This is an optimization exercise on Yosys and OpenROAD, whose aim is small area and a short achievable clock period, not a production implementation.
At most, simulation tests tie the RTL to the original design; equivalence was not proved.
Power figures rest on the tool's default switching activity, not on a simulated workload.

==> v29: inputs <==
// b16_core
module b16_core(clk, nreset, run, addr, rd, wr, data, dataout,
                dr, dw, daddr, din, bp, dout);
Settings: LEC_CHECK=0, CAP_MARGIN=20, CORE_MARGIN=2, CORE_UTILIZATION=40, SLEW_MARGIN=20, SYNTH_HIERARCHICAL=1; clock period 14.0 ns.
standard.sh (not shown) runs the stock make flow with config.mk's settings and CLKGATE_MAP_FILE= SYNTH_SCRIPT=/design/flow/synth_recipe.tcl, a recipe that flattens the netlist after the stock synthesis.
==> flow/flow/run.sh <==
#!/bin/bash
cp standard.sh standard_sh.txt
export SETUP_SLACK_MARGIN=7.3
export CTS_ARGS="-sink_clustering_enable -repair_clock_nets -dont_use_dummy_load -sink_clustering_size 30 -sink_clustering_max_diameter 120 -buf_list {sky130_fd_sc_hd__clkbuf_8 sky130_fd_sc_hd__clkbuf_16}"
export BUFFER_PORTS_ARGS="-buffer_cell sky130_fd_sc_hd__buf_1"
bash standard.sh > standard.log 2>&1
==> v8 (differences from v29) <==
--- a/flow/design.v
+++ b/flow/design.v
@@ -2,83 +2,32 @@
    parameter l=16;
    input [l-1:0] T, N;
    input cin;
    output [l-1:0] sum;
    output cout;
-   wire [l:0] g0 = { T & N, cin };
-   wire [l:0] p0 = { T ^ N, 1'b0 };
-   reg [l:0] g, p;
-   integer i, d;
-   always @(g0 or p0) begin
-      g = g0; p = p0;
-      for(d = 1; d < l+1; d = d * 2)
-         for(i = 2*d-1; i < l+1; i = i + 2*d) begin
-            g[i] = g[i] | (p[i] & g[i-d]);
-            p[i] = p[i] & p[i-d];
-         end
-      for(d = 8; d >= 1; d = d / 2)
-         for(i = 3*d-1; i < l+1; i = i + 2*d) begin
-            g[i] = g[i] | (p[i] & g[i-d]);
-            p[i] = p[i] & p[i-d];
-         end
-   end
-   assign sum = p0[l:1] ^ g[l-1:0];
-   assign cout = g[l];
+   wire [l+1:0] s = { 1'b0, T, 1'b1 } + { 1'b0, N, cin };
+   assign sum = s[l:1];
+   assign cout = s[l+1];
 endmodule  
 module stack(clk, sp, push, in, out);
    parameter dep=4, l=16;
    input clk, push;
    input [dep-1:0] sp;
    input [l-1:0] in;
    output [l-1:0] out;
    localparam n = 1 << dep;
-   wire [n-1:0] sel = { {n-1{1'b0}}, 1'b1 } << sp;
    wire [n*l-1:0] all;
-   genvar k, b;
+   wire [dep-1:0] spdec = sp - 1'b1;
+   genvar k;
    generate for(k=0; k<n; k=k+1) begin : e
       reg [l-1:0] m;
       always @(posedge clk)
-         if(push && sel[(k+1) % n]) m <= in;
-      for(b=0; b<l; b=b+1) begin : t
-         assign all[b*n+k] = m[b];
-      end
+         if(push && spdec == k) m <= in;
+      assign all[k*l +: l] = m;
    end endgenerate
-   generate for(b=0; b<l; b=b+1) begin : r
-      mux16oh rm(.d(all[b*n +: n]), .s(sel), .y(out[b]));
-   end endgenerate
+   assign out = all[sp*l +: l];
 endmodule  
-module mux16oh(d, s, y);
-   input [15:0] d, s;
-   output y;
-   wire [5:0] t;
-   aoi222 a0(.a1(d[0]), .a2(s[0]), .b1(d[1]), .b2(s[1]), .c1(d[2]), .c2(s[2]), .y(t[0]));
-   aoi222 a1(.a1(d[3]), .a2(s[3]), .b1(d[4]), .b2(s[4]), .c1(d[5]), .c2(s[5]), .y(t[1]));
-   aoi222 a2(.a1(d[6]), .a2(s[6]), .b1(d[7]), .b2(s[7]), .c1(d[8]), .c2(s[8]), .y(t[2]));
-   aoi222 a3(.a1(d[9]), .a2(s[9]), .b1(d[10]), .b2(s[10]), .c1(d[11]), .c2(s[11]), .y(t[3]));
-   aoi222 a4(.a1(d[12]), .a2(s[12]), .b1(d[13]), .b2(s[13]), .c1(d[14]), .c2(s[14]), .y(t[4]));
-   assign t[5] = ~(d[15] & s[15]);
-   nand6 o(.a(t), .y(y));
-endmodule
-module aoi222(a1, a2, b1, b2, c1, c2, y);
-   input a1, a2, b1, b2, c1, c2;
-   output y;
-   assign y = ~(a1 & a2 | b1 & b2 | c1 & c2);
-endmodule
-module nand6(a, y);
-   input [5:0] a;
-   output y;
-   assign y = ~&a;
-endmodule
-module mux8oh(d, s, y);
-   input [7:0] d, s;
-   output y;
-   wire [2:0] t;
-   aoi222 a0(.a1(d[0]), .a2(s[0]), .b1(d[1]), .b2(s[1]), .c1(d[2]), .c2(s[2]), .y(t[0]));
-   aoi222 a1(.a1(d[3]), .a2(s[3]), .b1(d[4]), .b2(s[4]), .c1(d[5]), .c2(s[5]), .y(t[1]));
-   assign t[2] = ~(d[6] & s[6] | d[7] & s[7]);
-   assign y = ~&t;
-endmodule
 module cpu(clk, run, nreset, addr, rd, wr, data, dataout,
            dr, dw, daddr, din, dout, bp);
    parameter rstaddr=16'h3FFE, l=16, sdep=4, rdep=4;
    input clk, run, nreset;
    output [l-1:0] addr;
@@ -150,14 +99,18 @@
    wire [rdep-1:0] rpinc = rp + 1'b1;
    wire cin = slot[0] & (c | slot[1]);
    wire [l-1:0] sum;
    wire cout;
    alu #(l) alu16(.sum(sum), .cout(cout), .T(T), .N(N), .cin(cin));
+   wire [l-1:0] lres = slot[1] ? (slot[0] ? (T | N) : (T & N)) : (T ^ N);
+   wire [l-1:0] res = slot[2] ? sum : lres;        
+   wire acarry = slot[2] ? cout : c;
    wire zero = ~|T;
    wire cond = (slot[1] ? c : zero) ^ slot[0];
-   wire k = c | (slot[0] & cout);
-   wire [l-1:0] u = k ? sum : T;
+   wire [l:0] msel = c ? { cout, sum } : { 1'b0, T };
+   wire dc = c | cout;
+   wire [l-1:0] dsel = dc ? sum : T;
    reg [l-1:0] jmp;
    always @(state or I or P or T or data)
       case(state)
         2'b00: jmp = { data[14:0], 1'b0 };
         2'b01: jmp = { P[15:11], I[9:0], 1'b0 };
@@ -180,60 +133,47 @@
    wire i_data = run & s0;
    wire i_din = dwa & (daddr == 3'h7);
    wire [l-1:0] I_n = i_data ? data : i_din ? din : I;
    wire t_n    = run & (drop3 | op_cond | op_drop | op_over | op_tor);
    wire t_com  = run & op_com;
-   wire t_xor  = run & (slot == 5'b01000);
-   wire t_and  = run & (slot == 5'b01010);
-   wire t_or   = run & (slot == 5'b01011);
-   wire t_add  = run & (slot[4:1] == 4'b0110);
    wire t_mul  = run & op_mul;
    wire t_div  = run & op_div;
+   wire t_res  = run & op_alu;
    wire t_inc  = run & op_minc & ~s1;
    wire t_ld   = run & op_ld;
    wire t_r    = run & op_rfrom;
    wire t_din  = dwa & ((daddr == 3'h0) | (daddr == 3'h5));
-   wire t_hold = ~(t_n | t_com | t_xor | t_and | t_or | t_add | t_mul |
-                   t_div | t_inc | t_ld | t_r | t_din);
-   wire [3:0] lut = { t_hold | t_n | t_and | t_or,
-                      t_hold | t_xor | t_or,
-                      t_com | t_n | t_xor | t_or,
-                      t_com };
-   reg [l-1:0] tl;
-   integer i;
-   always @(lut or T or N)
-      for(i=0; i<l; i=i+1)
-         tl[i] = T[i] ? (N[i] ? lut[3] : lut[2])
-                      : (N[i] ? lut[1] : lut[0]);
-   wire [l-1:0] T_n = tl | ({l{t_add}} & sum) |
-                 ({l{t_mul}} & { k & cout, u[l-1:1] }) |
-                 ({l{t_div}} & { u[l-2:0], R[l-1] }) |
-                 ({l{t_inc}} & incaddr) |
+   wire t_hold = ~(t_n | t_com | t_mul | t_div | t_res | t_inc | t_ld |
+                   t_r | t_din);
+   wire [l-1:0] T_n = ({l{t_n}} & N) | ({l{t_com}} & ~T) |
+                 ({l{t_mul}} & msel[l:1]) |
+                 ({l{t_div}} & { dsel[l-2:0], R[l-1] }) |
+                 ({l{t_res}} & res) | ({l{t_inc}} & incaddr) |
                  ({l{t_ld}} & dataw) | ({l{t_r}} & R) |
-                 ({l{t_din}} & din);
+                 ({l{t_din}} & din) | ({l{t_hold}} & T);
    wire r_call = run & op_call;
    wire r_pop  = run & (op_ret | op_rfrom);
    wire r_mul  = run & op_mul;
    wire r_div  = run & op_div;
    wire r_t    = run & op_tor;
    wire r_din  = dwa & ((daddr == 3'h1) | (daddr == 3'h6));
    wire r_hold = ~(r_call | r_pop | r_mul | r_div | r_t | r_din);
    wire [l-1:0] R_n = ({l{r_call}} & { s0 ? incaddr[l-1:1] : P[l-1:1], c }) |
                  ({l{r_pop}} & toR) |
-                 ({l{r_mul}} & { u[0], R[l-1:1] }) |
-                 ({l{r_div}} & { R[l-2:0], k }) |
+                 ({l{r_mul}} & { msel[0], R[l-1:1] }) |
+                 ({l{r_div}} & { R[l-2:0], dc }) |
                  ({l{r_t}} & T) | ({l{r_din}} & din) |
                  ({l{r_hold}} & R);
    reg c_n;
    always @(*) begin
       c_n = c;
       if(run) begin
          if(op_call) c_n = 1'b0;
          if(op_ret | op_mul) c_n = R[0];
          if(op_com) c_n = 1'b1;
-         if(op_div) c_n = u[l-1];
-         if(op_alu & slot[2]) c_n = cout;
+         if(op_div) c_n = dsel[l-1];
+         if(op_alu) c_n = acarry;
       end else if(dw && daddr == 3'h3)
          c_n = din[10];
    end
    wire sp_dec = run ? ((access & slot[0]) | op_over | op_dup | op_rfrom)
                      : (dw & (daddr == 3'h0) & ~(dr & (daddr == 3'h0)));
@@ -266,17 +206,17 @@
         2'b10: slot_n = I_n[9:5];
         2'b11: slot_n = I_n[4:0];
       endcase
    wire dsel_en = dr & ~run;
    wire [7:0] da = { 7'b0, dsel_en } << daddr;
-   wire [l-1:0] st = { run, 4'h0, c, state, {4-sdep{1'b0}}, sp,
-                  {4-rdep{1'b0}}, rp };
-   genvar b;
-   generate for(b=0; b<l; b=b+1) begin : dbg_rd
-      mux8oh dm(.d({ I[b], R[b], T[b], P[b], st[b], bp[b], toR[b], N[b] }),
-                .s(da), .y(dout[b]));
-   end endgenerate
+   assign dout = ({l{da[0]}} & N) | ({l{da[1]}} & toR) |
+                 ({l{da[2]}} & bp) |
+                 ({l{da[3]}} & { run, 4'h0, c, state,
+                                 {4-sdep{1'b0}}, sp,
+                                 {4-rdep{1'b0}}, rp }) |
+                 ({l{da[4]}} & P) | ({l{da[5]}} & T) |
+                 ({l{da[6]}} & R) | ({l{da[7]}} & I);
    always @(posedge clk or negedge nreset)
       if(!nreset) begin
          state <= 2'b11;
          P <= rstaddr;
          T <= 16'h0000;
==> flow/flow/run.sh (replaced) <==
#!/bin/bash
cp standard.sh standard_sh.txt
export SETUP_SLACK_MARGIN=7.3
export CTS_ARGS="-sink_clustering_enable -repair_clock_nets -dont_use_dummy_load -sink_clustering_size 30 -buf_list {sky130_fd_sc_hd__clkbuf_4 sky130_fd_sc_hd__clkbuf_8}"
export BUFFER_PORTS_ARGS="-buffer_cell sky130_fd_sc_hd__buf_1"
bash standard.sh > standard.log 2>&1
--- a/flow/config.mk
+++ b/flow/config.mk
@@ -7,6 +7,5 @@
 export LEC_CHECK = 0
 export CAP_MARGIN = 20
 export CORE_MARGIN = 2
 export CORE_UTILIZATION = 40
 export SLEW_MARGIN = 20
-export SYNTH_HIERARCHICAL = 1
==> v3 (differences from v29) <==
--- a/flow/design.v
+++ b/flow/design.v
@@ -29,56 +29,21 @@
    input clk, push;
    input [dep-1:0] sp;
    input [l-1:0] in;
    output [l-1:0] out;
    localparam n = 1 << dep;
-   wire [n-1:0] sel = { {n-1{1'b0}}, 1'b1 } << sp;
    wire [n*l-1:0] all;
-   genvar k, b;
+   wire [dep-1:0] spdec = sp - 1'b1;
+   genvar k;
    generate for(k=0; k<n; k=k+1) begin : e
       reg [l-1:0] m;
       always @(posedge clk)
-         if(push && sel[(k+1) % n]) m <= in;
-      for(b=0; b<l; b=b+1) begin : t
-         assign all[b*n+k] = m[b];
-      end
-   end endgenerate
-   generate for(b=0; b<l; b=b+1) begin : r
-      mux16oh rm(.d(all[b*n +: n]), .s(sel), .y(out[b]));
+         if(push && spdec == k) m <= in;
+      assign all[k*l +: l] = m;
    end endgenerate
+   assign out = all[sp*l +: l];
 endmodule  
-module mux16oh(d, s, y);
-   input [15:0] d, s;
-   output y;
-   wire [5:0] t;
-   aoi222 a0(.a1(d[0]), .a2(s[0]), .b1(d[1]), .b2(s[1]), .c1(d[2]), .c2(s[2]), .y(t[0]));
-   aoi222 a1(.a1(d[3]), .a2(s[3]), .b1(d[4]), .b2(s[4]), .c1(d[5]), .c2(s[5]), .y(t[1]));
-   aoi222 a2(.a1(d[6]), .a2(s[6]), .b1(d[7]), .b2(s[7]), .c1(d[8]), .c2(s[8]), .y(t[2]));
-   aoi222 a3(.a1(d[9]), .a2(s[9]), .b1(d[10]), .b2(s[10]), .c1(d[11]), .c2(s[11]), .y(t[3]));
-   aoi222 a4(.a1(d[12]), .a2(s[12]), .b1(d[13]), .b2(s[13]), .c1(d[14]), .c2(s[14]), .y(t[4]));
-   assign t[5] = ~(d[15] & s[15]);
-   nand6 o(.a(t), .y(y));
-endmodule
-module aoi222(a1, a2, b1, b2, c1, c2, y);
-   input a1, a2, b1, b2, c1, c2;
-   output y;
-   assign y = ~(a1 & a2 | b1 & b2 | c1 & c2);
-endmodule
-module nand6(a, y);
-   input [5:0] a;
-   output y;
-   assign y = ~&a;
-endmodule
-module mux8oh(d, s, y);
-   input [7:0] d, s;
-   output y;
-   wire [2:0] t;
-   aoi222 a0(.a1(d[0]), .a2(s[0]), .b1(d[1]), .b2(s[1]), .c1(d[2]), .c2(s[2]), .y(t[0]));
-   aoi222 a1(.a1(d[3]), .a2(s[3]), .b1(d[4]), .b2(s[4]), .c1(d[5]), .c2(s[5]), .y(t[1]));
-   assign t[2] = ~(d[6] & s[6] | d[7] & s[7]);
-   assign y = ~&t;
-endmodule
 module cpu(clk, run, nreset, addr, rd, wr, data, dataout,
            dr, dw, daddr, din, dout, bp);
    parameter rstaddr=16'h3FFE, l=16, sdep=4, rdep=4;
    input clk, run, nreset;
    output [l-1:0] addr;
@@ -266,17 +231,17 @@
         2'b10: slot_n = I_n[9:5];
         2'b11: slot_n = I_n[4:0];
       endcase
    wire dsel_en = dr & ~run;
    wire [7:0] da = { 7'b0, dsel_en } << daddr;
-   wire [l-1:0] st = { run, 4'h0, c, state, {4-sdep{1'b0}}, sp,
-                  {4-rdep{1'b0}}, rp };
-   genvar b;
-   generate for(b=0; b<l; b=b+1) begin : dbg_rd
-      mux8oh dm(.d({ I[b], R[b], T[b], P[b], st[b], bp[b], toR[b], N[b] }),
-                .s(da), .y(dout[b]));
-   end endgenerate
+   assign dout = ({l{da[0]}} & N) | ({l{da[1]}} & toR) |
+                 ({l{da[2]}} & bp) |
+                 ({l{da[3]}} & { run, 4'h0, c, state,
+                                 {4-sdep{1'b0}}, sp,
+                                 {4-rdep{1'b0}}, rp }) |
+                 ({l{da[4]}} & P) | ({l{da[5]}} & T) |
+                 ({l{da[6]}} & R) | ({l{da[7]}} & I);
    always @(posedge clk or negedge nreset)
       if(!nreset) begin
          state <= 2'b11;
          P <= rstaddr;
          T <= 16'h0000;
==> flow/flow/run.sh (replaced) <==
#!/bin/bash
cp standard.sh standard_sh.txt
export SETUP_SLACK_MARGIN=7.3
export CTS_ARGS="-sink_clustering_enable -repair_clock_nets -dont_use_dummy_load -sink_clustering_size 30 -sink_clustering_max_diameter 120 -buf_list {sky130_fd_sc_hd__clkbuf_8 sky130_fd_sc_hd__clkbuf_16}"
bash standard.sh > standard.log 2>&1
--- a/flow/config.mk
+++ b/flow/config.mk
@@ -5,8 +5,8 @@
 export SDC_FILE = /design/flow/constraint.sdc
 export NUM_CORES = 4
 export LEC_CHECK = 0
 export CAP_MARGIN = 20
 export CORE_MARGIN = 2
-export CORE_UTILIZATION = 40
+export CORE_UTILIZATION = 60
+export PLACE_DENSITY = 0.72
 export SLEW_MARGIN = 20
-export SYNTH_HIERARCHICAL = 1
==> summary.txt <==
metric                                                                               v29                          v3                         v8
Status                                                           complete, no violations     complete, no violations    complete, no violations
Worst reg-to-reg setup slack                                                     7.68 ns                     7.69 ns                    8.10 ns
Core outline area                                                           0.0674 sq mm                0.0475 sq mm               0.0741 sq mm
Clk_buf instances                                                                     25                          24                         97
Cell mode on critical path                                       sky130_fd_sc_hd__buf_12                           -    sky130_fd_sc_hd__buf_12
Met1 global-route usage                                                            0.409                       0.540                      0.394
Synth top area share                                                               0.563                       0.534                      0.516
Worst-Skew Late Latency                                                          0.62 ns                     0.61 ns                    0.70 ns
Pin slew with the least headroom to its limit                                    1.16 ns                     1.16 ns                    1.20 ns
Pre-CTS setup slack                                                              5.88 ns                     5.71 ns                    6.14 ns
CTS buffer count                                                                      25                          24                         97
Number of H-tree branching levels                                                      1                           1                          3
Mux share of post-synthesis cell area                                             0.0337                       0.144                      0.138
WP depth                                                                              10                           9                          8
Met2 routing resource usage after global routing                                   0.433                       0.574                      0.419
Switching portion of total power                                                   0.475                       0.441                      0.464
Final worst clock skew                                                         0.0466 ns                   0.0426 ns                  0.0752 ns
Buffer cell driving the clock tree root                       sky130_fd_sc_hd__clkbuf_16  sky130_fd_sc_hd__clkbuf_16  sky130_fd_sc_hd__clkbuf_8
Wire length of the first global-routing pass                                   149000 um                   137000 um                  157000 um
Detailed-route wire length per cell                                              34.3 um                     35.2 um                    32.3 um
Peak clock frequency supported by timing                                         139 MHz                     143 MHz                    141 MHz
Maximum number of pins on one net before global-route repair                          51                          49                         59
Number of cells produced by synthesis                                               2023                        2029                       2297
XOR/XNOR Fraction of Synth Area                                                  0.00865                     0.00938                     0.0103
The RTL of v8 and v3 was laid out without a check of its function.

what the ideal ports hide:
The results above use ideal ports. As a check the final layouts listed here were re-extracted and re-timed, cells and wires unchanged.
Step 1: set_driving_cell puts a clkbuf_16 on clk and a buf_2 on each other input, an assumption about the parent block.
Step 2 also shifts input and output timing later by t, the mid clock arrival at the registers, as if the neighbouring blocks saw the same clock.
a / b / c = ideal ports / drivers / drivers and shift; a / b = the first two.
| run | shift t [ns] | setup WS [ns] | worst setup path at the end |
|---|---|---|---|
| v29 | 0.654 | 6.804 / 6.762 / 6.762 | input to output |
| v8 | 0.719 | 6.903 / 6.855 / 6.855 | input to output |
| v3 | 0.649 | 6.987 / 6.907 / 6.907 | input to output |
After both steps setup and hold are still met in every run listed. For v3, which loses most, drivers alone change the setup slack by -0.080 ns; drivers and shift together by -0.080 ns.
